Background: an optimization exercise with open tools, aiming at small area. Do not read the settings as production practice. In this exercise RTL edits were held to simulation tests only and were not proved equivalent to the original.

==> flow/design.v <==
module calc2_port (
   input             clk,
   input             reset,
   input [3:0]       cmd_in,
   input [31:0]      data_in,
   input [1:0]       tag_in,
   output            q_add,       
   output            q_sh,        
   input [3:0]       st_add,      
   input [3:0]       st_sh,       
   input             busy,        
   output reg [31:0] a,           
   output reg [31:0] a2,          
   output reg        c_sh,        
   output reg        c_op,        
   output reg        d_v,         
   output reg        d_sh,
   output reg        d_op,
   input [31:0]      res,
   input             ovf,
   output reg [1:0]  resp,
   output reg [31:0] data,
   output reg [1:0]  tag
   );
   reg        c_add, c_inv;
   reg [1:0]  c_tag;
   reg [1:0]  exp_tag;
   reg [3:0]  d_slot;
   reg        i2_v, i3_v, inv_v;
   reg [1:0]  i_tag, inv_tag;
   localparam [3:0] FIRE = 4'b0001;
   function [3:0] fwd(input [3:0] v);
      fwd = {v[2:0], v[3] ^ v[2]};
   endfunction
   wire       cmd_nz  = |cmd_in;
   wire       tag_ok  = (tag_in == exp_tag) || (exp_tag == 2'd0);
   wire       is_add  = (cmd_in == 4'b0001) || (cmd_in == 4'b0010);
   wire       is_sh   = (cmd_in == 4'b0101) || (cmd_in == 4'b0110);
   always @(posedge clk) begin
      a     <= data_in;
      a2    <= a;
      c_tag <= tag_in;
      c_op  <= cmd_in[1];         
      if (reset) begin
         c_add   <= 1'b0;
         c_sh    <= 1'b0;
         c_inv   <= 1'b0;
         exp_tag <= 2'd0;
      end else begin
         c_add <= is_add & tag_ok;
         c_sh  <= is_sh & tag_ok;
         c_inv <= cmd_nz & ~((is_add | is_sh) & tag_ok);
         if (cmd_nz) exp_tag <= tag_in + 2'd1;
      end
   end
   wire       req = c_add | c_sh;
   assign q_add = c_add;
   assign q_sh  = c_sh;
   wire [3:0] t0 = c_sh ? st_sh : st_add;
   reg [31:0] s_data [0:3];
   reg [3:0]  s_t    [0:3];     
   reg        s_ovf  [0:3];
   reg        s_add  [0:3];
   reg [1:0]  s_tag  [0:3];
   wire [3:0] fire, free;
   genvar k;
   generate for (k = 0; k < 4; k = k + 1) begin : g_slot
      assign fire[k] = (s_t[k] == FIRE);
      assign free[k] = (s_t[k] == 4'd0) | fire[k];
   end endgenerate
   wire [3:0] sel = free[0] ? 4'b0001 : free[1] ? 4'b0010 : free[2] ? 4'b0100 : 4'b1000;
   wire [3:0] wr_data = d_v ? d_slot : (req & ~busy) ? sel : 4'b0000;
   always @(posedge clk) begin
      d_slot <= sel;
      d_sh   <= c_sh;
      d_op   <= c_op;
      d_v    <= req & busy;      
   end
   generate for (k = 0; k < 4; k = k + 1) begin : g_slot_reg
      always @(posedge clk) begin
         if (wr_data[k]) begin
            s_data[k] <= res;
            s_ovf[k]  <= ovf;
         end
         if (req & sel[k]) begin
            s_add[k]  <= c_add;
            s_tag[k]  <= c_tag;
         end
         if (reset)
           s_t[k] <= 4'd0;
         else if (req & sel[k])
           s_t[k] <= t0;
         else if (fire[k])
           s_t[k] <= 4'd0;
         else
           s_t[k] <= fwd(s_t[k]);
      end
   end endgenerate
   integer j;
   reg        u_add, u_sh, r_hi, r_lo;
   reg [1:0]  t_add, t_sh;
   reg [31:0] d_or;
   always @* begin
      u_add = 1'b0; u_sh = 1'b0; r_hi = 1'b0; r_lo = 1'b0;
      t_add = 2'd0; t_sh = 2'd0; d_or = 32'd0;
      for (j = 0; j < 4; j = j + 1) begin
         if (fire[j]) begin
            d_or = d_or | s_data[j];
            r_hi = r_hi | s_ovf[j];
            r_lo = r_lo | ~s_ovf[j];
            if (s_add[j]) begin u_add = 1'b1; t_add = t_add | s_tag[j]; end
            else begin u_sh = 1'b1; t_sh = t_sh | s_tag[j]; end
         end
      end
   end
   wire unit = u_add | u_sh;
   always @* begin
      data = d_or;
      if (unit) begin
         resp = {r_hi, r_lo};
         tag  = u_add ? t_add : t_sh;
      end else begin
         resp = {inv_v, 1'b0};
         tag  = inv_tag;
      end
   end
   always @(posedge clk) begin
      if (c_inv) i_tag <= c_tag;
      i2_v <= c_inv;              
      if (reset) begin
         i3_v  <= 1'b0;
         inv_v <= 1'b0;
      end else begin
         i3_v <= i2_v;
         if (i3_v && (!inv_v || !unit)) begin
            inv_v   <= 1'b1;
            inv_tag <= i_tag;
         end else if (!unit)
           inv_v <= 1'b0;
      end
   end
endmodule
module calc2_alu (
   input [31:0]  x,
   input [31:0]  y,
   input         sh,       
   input         op,       
   output [31:0] res,
   output        ovf       
   );
   wire [31:0] yy = y ^ {32{op}};
   wire [31:0] p0 = x ^ yy;
   wire [31:0] g0 = x & yy;
   reg  [31:0] gg, pp;
   integer i, l;
   always @* begin
      gg = g0; pp = p0;
      gg[0] = g0[0] | (p0[0] & op);
      for (l = 1; l <= 5; l = l + 1)
        for (i = (1 << l) - 1; i < 32; i = i + (1 << l)) begin
           gg[i] = gg[i] | (pp[i] & gg[i - (1 << (l - 1))]);
           pp[i] = pp[i] & pp[i - (1 << (l - 1))];
        end
      for (l = 4; l >= 1; l = l - 1)
        for (i = (1 << l) + (1 << (l - 1)) - 1; i < 32; i = i + (1 << l)) begin
           gg[i] = gg[i] | (pp[i] & gg[i - (1 << (l - 1))]);
           pp[i] = pp[i] & pp[i - (1 << (l - 1))];
        end
   end
   wire [32:0] cy  = {gg, op};             
   wire [32:0] sum = {cy[32], p0 ^ cy[31:0]};
   wire [4:0]  ramt = op ? y[4:0] : 5'd0 - y[4:0];
   wire [63:0] xx   = {x, x};
   wire [31:0] rot  = xx >> ramt;
   wire [31:0] mask = (op ? (32'hffffffff >> y[4:0]) : (32'hffffffff << y[4:0])) & {16'hffff, op, 15'h7fff};
   assign res = sh ? (rot & mask) : sum[31:0];
   assign ovf = ~sh & (sum[32] ^ op);
endmodule
module calc2_pair (
   input         clk,
   input         reset,
   input [3:0]   f_cmd_in, s_cmd_in,
   input [31:0]  f_data_in, s_data_in,
   input [1:0]   f_tag_in, s_tag_in,
   output        f_q_add, f_q_sh, s_q_add, s_q_sh,
   input [3:0]   f_t_add, f_t_sh, s_t_add, s_t_sh,
   output [1:0]  f_resp, s_resp,
   output [31:0] f_data, s_data,
   output [1:0]  f_tag, s_tag
   );
   wire [31:0] f_a, s_a, s_a2, res;
   wire        f_sh, f_op, s_sh, s_op, s_dv, s_dsh, s_dop, ovf;
   wire        f_req = f_q_add | f_q_sh;
   calc2_port pf (.clk(clk), .reset(reset), .cmd_in(f_cmd_in), .data_in(f_data_in), .tag_in(f_tag_in),
                  .q_add(f_q_add), .q_sh(f_q_sh), .st_add(f_t_add), .st_sh(f_t_sh),
                  .busy(1'b0), .a(f_a), .a2(), .c_sh(f_sh), .c_op(f_op), .d_v(), .d_sh(), .d_op(),
                  .res(res), .ovf(ovf), .resp(f_resp), .data(f_data), .tag(f_tag));
   calc2_port ps (.clk(clk), .reset(reset), .cmd_in(s_cmd_in), .data_in(s_data_in), .tag_in(s_tag_in),
                  .q_add(s_q_add), .q_sh(s_q_sh), .st_add(s_t_add), .st_sh(s_t_sh),
                  .busy(f_req), .a(s_a), .a2(s_a2), .c_sh(s_sh), .c_op(s_op), .d_v(s_dv), .d_sh(s_dsh), .d_op(s_dop),
                  .res(res), .ovf(ovf), .resp(s_resp), .data(s_data), .tag(s_tag));
   wire [31:0] x  = f_req ? f_a : s_dv ? s_a2 : s_a;
   wire [31:0] y  = f_req ? f_data_in : s_dv ? s_a : s_data_in;
   wire        sh = f_req ? f_sh : s_dv ? s_dsh : s_sh;
   wire        op = f_req ? f_op : s_dv ? s_dop : s_op;
   calc2_alu alu (.x(x), .y(y), .sh(sh), .op(op), .res(res), .ovf(ovf));
endmodule
module calc2_top ( out_data1, out_data2, out_data3, out_data4, out_resp1, out_resp2, out_resp3, out_resp4, out_tag1, out_tag2, out_tag3, out_tag4, c_clk, req1_cmd_in, req1_data_in, req1_tag_in, req2_cmd_in, req2_data_in, req2_tag_in, req3_cmd_in, req3_data_in, req3_tag_in, req4_cmd_in, req4_data_in, req4_tag_in, reset);
   output [0:31] out_data1, out_data2, out_data3, out_data4;
   output [0:1]  out_resp1, out_resp2, out_resp3, out_resp4, out_tag1, out_tag2, out_tag3, out_tag4;
   input         c_clk, reset;
   input [0:3]   req1_cmd_in, req2_cmd_in, req3_cmd_in, req4_cmd_in;
   input [0:1]   req1_tag_in, req2_tag_in, req3_tag_in, req4_tag_in;
   input [0:31]  req1_data_in, req2_data_in, req3_data_in, req4_data_in;
   wire [3:0] q_add, q_sh;
   localparam [3:0] T3 = 4'b1100;    
   function [3:0] fwd(input [3:0] v);
      fwd = {v[2:0], v[3] ^ v[2]};
   endfunction
   function [3:0] back(input [3:0] v);
      back = {v[0] ^ v[3], v[3:1]};
   endfunction
   reg  [3:0] ta, ts;
   wire [3:0] ta1 = ta;
   wire [3:0] ta2 = q_add[0] ? back(ta1) : ta1;
   wire [3:0] ta3 = q_add[1] ? back(ta2) : ta2;
   wire [3:0] ta4 = q_add[2] ? back(ta3) : ta3;
   wire [3:0] ta5 = q_add[3] ? back(ta4) : ta4;
   wire [3:0] ts1 = ts;
   wire [3:0] ts2 = q_sh[0] ? back(ts1) : ts1;
   wire [3:0] ts3 = q_sh[1] ? back(ts2) : ts2;
   wire [3:0] ts4 = q_sh[2] ? back(ts3) : ts3;
   wire [3:0] ts5 = q_sh[3] ? back(ts4) : ts4;
   always @(posedge c_clk) begin
      if (reset) begin
         ta <= T3;
         ts <= T3;
      end else begin
         if (ta != T3 || q_add != 4'd0) ta <= fwd(ta5);
         if (ts != T3 || q_sh != 4'd0) ts <= fwd(ts5);
      end
   end
   calc2_pair p12 (.clk(c_clk), .reset(reset),
                   .f_cmd_in(req1_cmd_in), .f_data_in(req1_data_in), .f_tag_in(req1_tag_in),
                   .s_cmd_in(req2_cmd_in), .s_data_in(req2_data_in), .s_tag_in(req2_tag_in),
                   .f_q_add(q_add[0]), .f_q_sh(q_sh[0]), .s_q_add(q_add[1]), .s_q_sh(q_sh[1]),
                   .f_t_add(ta1), .f_t_sh(ts1), .s_t_add(ta2), .s_t_sh(ts2),
                   .f_resp(out_resp1), .s_resp(out_resp2), .f_data(out_data1), .s_data(out_data2),
                   .f_tag(out_tag1), .s_tag(out_tag2));
   calc2_pair p34 (.clk(c_clk), .reset(reset),
                   .f_cmd_in(req3_cmd_in), .f_data_in(req3_data_in), .f_tag_in(req3_tag_in),
                   .s_cmd_in(req4_cmd_in), .s_data_in(req4_data_in), .s_tag_in(req4_tag_in),
                   .f_q_add(q_add[2]), .f_q_sh(q_sh[2]), .s_q_add(q_add[3]), .s_q_sh(q_sh[3]),
                   .f_t_add(ta3), .f_t_sh(ts3), .s_t_add(ta4), .s_t_sh(ts4),
                   .f_resp(out_resp3), .s_resp(out_resp4), .f_data(out_data3), .s_data(out_data4),
                   .f_tag(out_tag3), .s_tag(out_tag4));
endmodule
clock: 7.0 ns
lec_check: 0
cap_margin: 20
core_margin: 2
core_utilization: 65
slew_margin: 20
standard.sh (not shown) runs the stock make flow with config.mk's settings and CLKGATE_MAP_FILE= SYNTH_SCRIPT=/design/flow/synth_recipe.tcl, a recipe that flattens the netlist after the stock synthesis.
==> flow/flow/run.sh <==
#!/bin/bash
# Layout flow: the standard flow (standard.sh, with the standard synthesis unchanged),
# with two changes: ports get plain buf_1 buffers, and the clock tree is built from larger
# sink clusters without dummy loads. make's output goes to flow_make.log; each step's own
# log is under orfs/logs/.
set -euo pipefail
export BUFFER_PORTS_ARGS="-buffer_cell sky130_fd_sc_hd__buf_1"
export CTS_ARGS="-sink_clustering_enable -repair_clock_nets -dont_use_dummy_load -sink_clustering_size 30 -sink_clustering_max_diameter 80"
bash standard.sh > flow_make.log 2>&1
The starting point finished clean.
Edit:
--- a/flow/design.v
+++ b/flow/design.v
@@ -7,13 +7,14 @@
    output            q_add,       
    output            q_sh,        
    input [3:0]       st_add,      
    input [3:0]       st_sh,       
    input             busy,        
    output reg [31:0] a,           
-   output reg [31:0] a2,          
+   input [31:0]      a_in,
+   output            v_now,       
    output reg        c_sh,        
    output reg        c_op,        
    output reg        d_v,         
    output reg        d_sh,
    output reg        d_op,
    input [31:0]      res,
@@ -33,15 +34,15 @@
       fwd = {v[2:0], v[3] ^ v[2]};
    endfunction
    wire       cmd_nz  = |cmd_in;
    wire       tag_ok  = (tag_in == exp_tag) || (exp_tag == 2'd0);
    wire       is_add  = (cmd_in == 4'b0001) || (cmd_in == 4'b0010);
    wire       is_sh   = (cmd_in == 4'b0101) || (cmd_in == 4'b0110);
+   assign v_now = (is_add | is_sh) & tag_ok;
    always @(posedge clk) begin
-      a     <= data_in;
-      a2    <= a;
+      a     <= a_in;
       c_tag <= tag_in;
       c_op  <= cmd_in[1];         
       if (reset) begin
          c_add   <= 1'b0;
          c_sh    <= 1'b0;
          c_inv   <= 1'b0;
@@ -185,24 +186,27 @@
    output        f_q_add, f_q_sh, s_q_add, s_q_sh,
    input [3:0]   f_t_add, f_t_sh, s_t_add, s_t_sh,
    output [1:0]  f_resp, s_resp,
    output [31:0] f_data, s_data,
    output [1:0]  f_tag, s_tag
    );
-   wire [31:0] f_a, s_a, s_a2, res;
+   wire [31:0] f_a, s_a, res;
    wire        f_sh, f_op, s_sh, s_op, s_dv, s_dsh, s_dop, ovf;
    wire        f_req = f_q_add | f_q_sh;
+   wire        s_req = s_q_add | s_q_sh;
+   wire        f_vnow;
+   wire [31:0] f_a_in = (f_req & s_req) ? s_a : f_vnow ? f_data_in : s_data_in;
    calc2_port pf (.clk(clk), .reset(reset), .cmd_in(f_cmd_in), .data_in(f_data_in), .tag_in(f_tag_in),
                   .q_add(f_q_add), .q_sh(f_q_sh), .st_add(f_t_add), .st_sh(f_t_sh),
-                  .busy(1'b0), .a(f_a), .a2(), .c_sh(f_sh), .c_op(f_op), .d_v(), .d_sh(), .d_op(),
+                  .busy(1'b0), .a(f_a), .a_in(f_a_in), .v_now(f_vnow), .c_sh(f_sh), .c_op(f_op), .d_v(), .d_sh(), .d_op(),
                   .res(res), .ovf(ovf), .resp(f_resp), .data(f_data), .tag(f_tag));
    calc2_port ps (.clk(clk), .reset(reset), .cmd_in(s_cmd_in), .data_in(s_data_in), .tag_in(s_tag_in),
                   .q_add(s_q_add), .q_sh(s_q_sh), .st_add(s_t_add), .st_sh(s_t_sh),
-                  .busy(f_req), .a(s_a), .a2(s_a2), .c_sh(s_sh), .c_op(s_op), .d_v(s_dv), .d_sh(s_dsh), .d_op(s_dop),
+                  .busy(f_req), .a(s_a), .a_in(s_data_in), .v_now(), .c_sh(s_sh), .c_op(s_op), .d_v(s_dv), .d_sh(s_dsh), .d_op(s_dop),
                   .res(res), .ovf(ovf), .resp(s_resp), .data(s_data), .tag(s_tag));
-   wire [31:0] x  = f_req ? f_a : s_dv ? s_a2 : s_a;
+   wire [31:0] x  = f_a;
    wire [31:0] y  = f_req ? f_data_in : s_dv ? s_a : s_data_in;
    wire        sh = f_req ? f_sh : s_dv ? s_dsh : s_sh;
    wire        op = f_req ? f_op : s_dv ? s_dop : s_op;
    calc2_alu alu (.x(x), .y(y), .sh(sh), .op(op), .res(res), .ovf(ovf));
 endmodule
 module calc2_top ( out_data1, out_data2, out_data3, out_data4, out_resp1, out_resp2, out_resp3, out_resp4, out_tag1, out_tag2, out_tag3, out_tag4, c_clk, req1_cmd_in, req1_data_in, req1_tag_in, req2_cmd_in, req2_data_in, req2_tag_in, req3_cmd_in, req3_data_in, req3_tag_in, req4_cmd_in, req4_data_in, req4_tag_in, reset);
Outcome: Wire length shrinks by a few percent; maximum frequency grows by a few percent; first-iteration DRC count grows by a little under a tenth; cell area shrinks by a few percent; synthesized area shrinks by a few percent; clock skew shrinks by 0.017 ns; synthesized cell count shrinks by a few percent.

-- port drivers added, routing unchanged --
Ports are ideal in the flow. The routed layouts listed here were re-timed in OpenROAD.
Step 1 assumes that a clkbuf_16 drives the clock port and a buf_2 every other input.
Step 2 adds t to the input delays and takes it off the output delays; t is the mean of the earliest and latest rising clock arrival at the registers after step 1. Input paths then give back, and output paths get back, about the clock's delay inside the block.
Three values: ideal, step 1, step 2; two values: the first two.
run | shift t [ns] | setup WS [ns] | slew at the worst register clock pin (ns) | worst data-port slew with drivers (ns)
the first run | 0.651 | 0.914 / 0.914 / 0.555 | 0.11 / 0.11 | 0.05
the second run | 0.646 | 1.089 / 1.107 / 0.485 | 0.11 / 0.11 | 0.05
After both steps setup and hold are still met in every run listed. The setup slack of the second run, which loses most, moves by +0.018 ns with the drivers and by -0.604 ns with both steps.
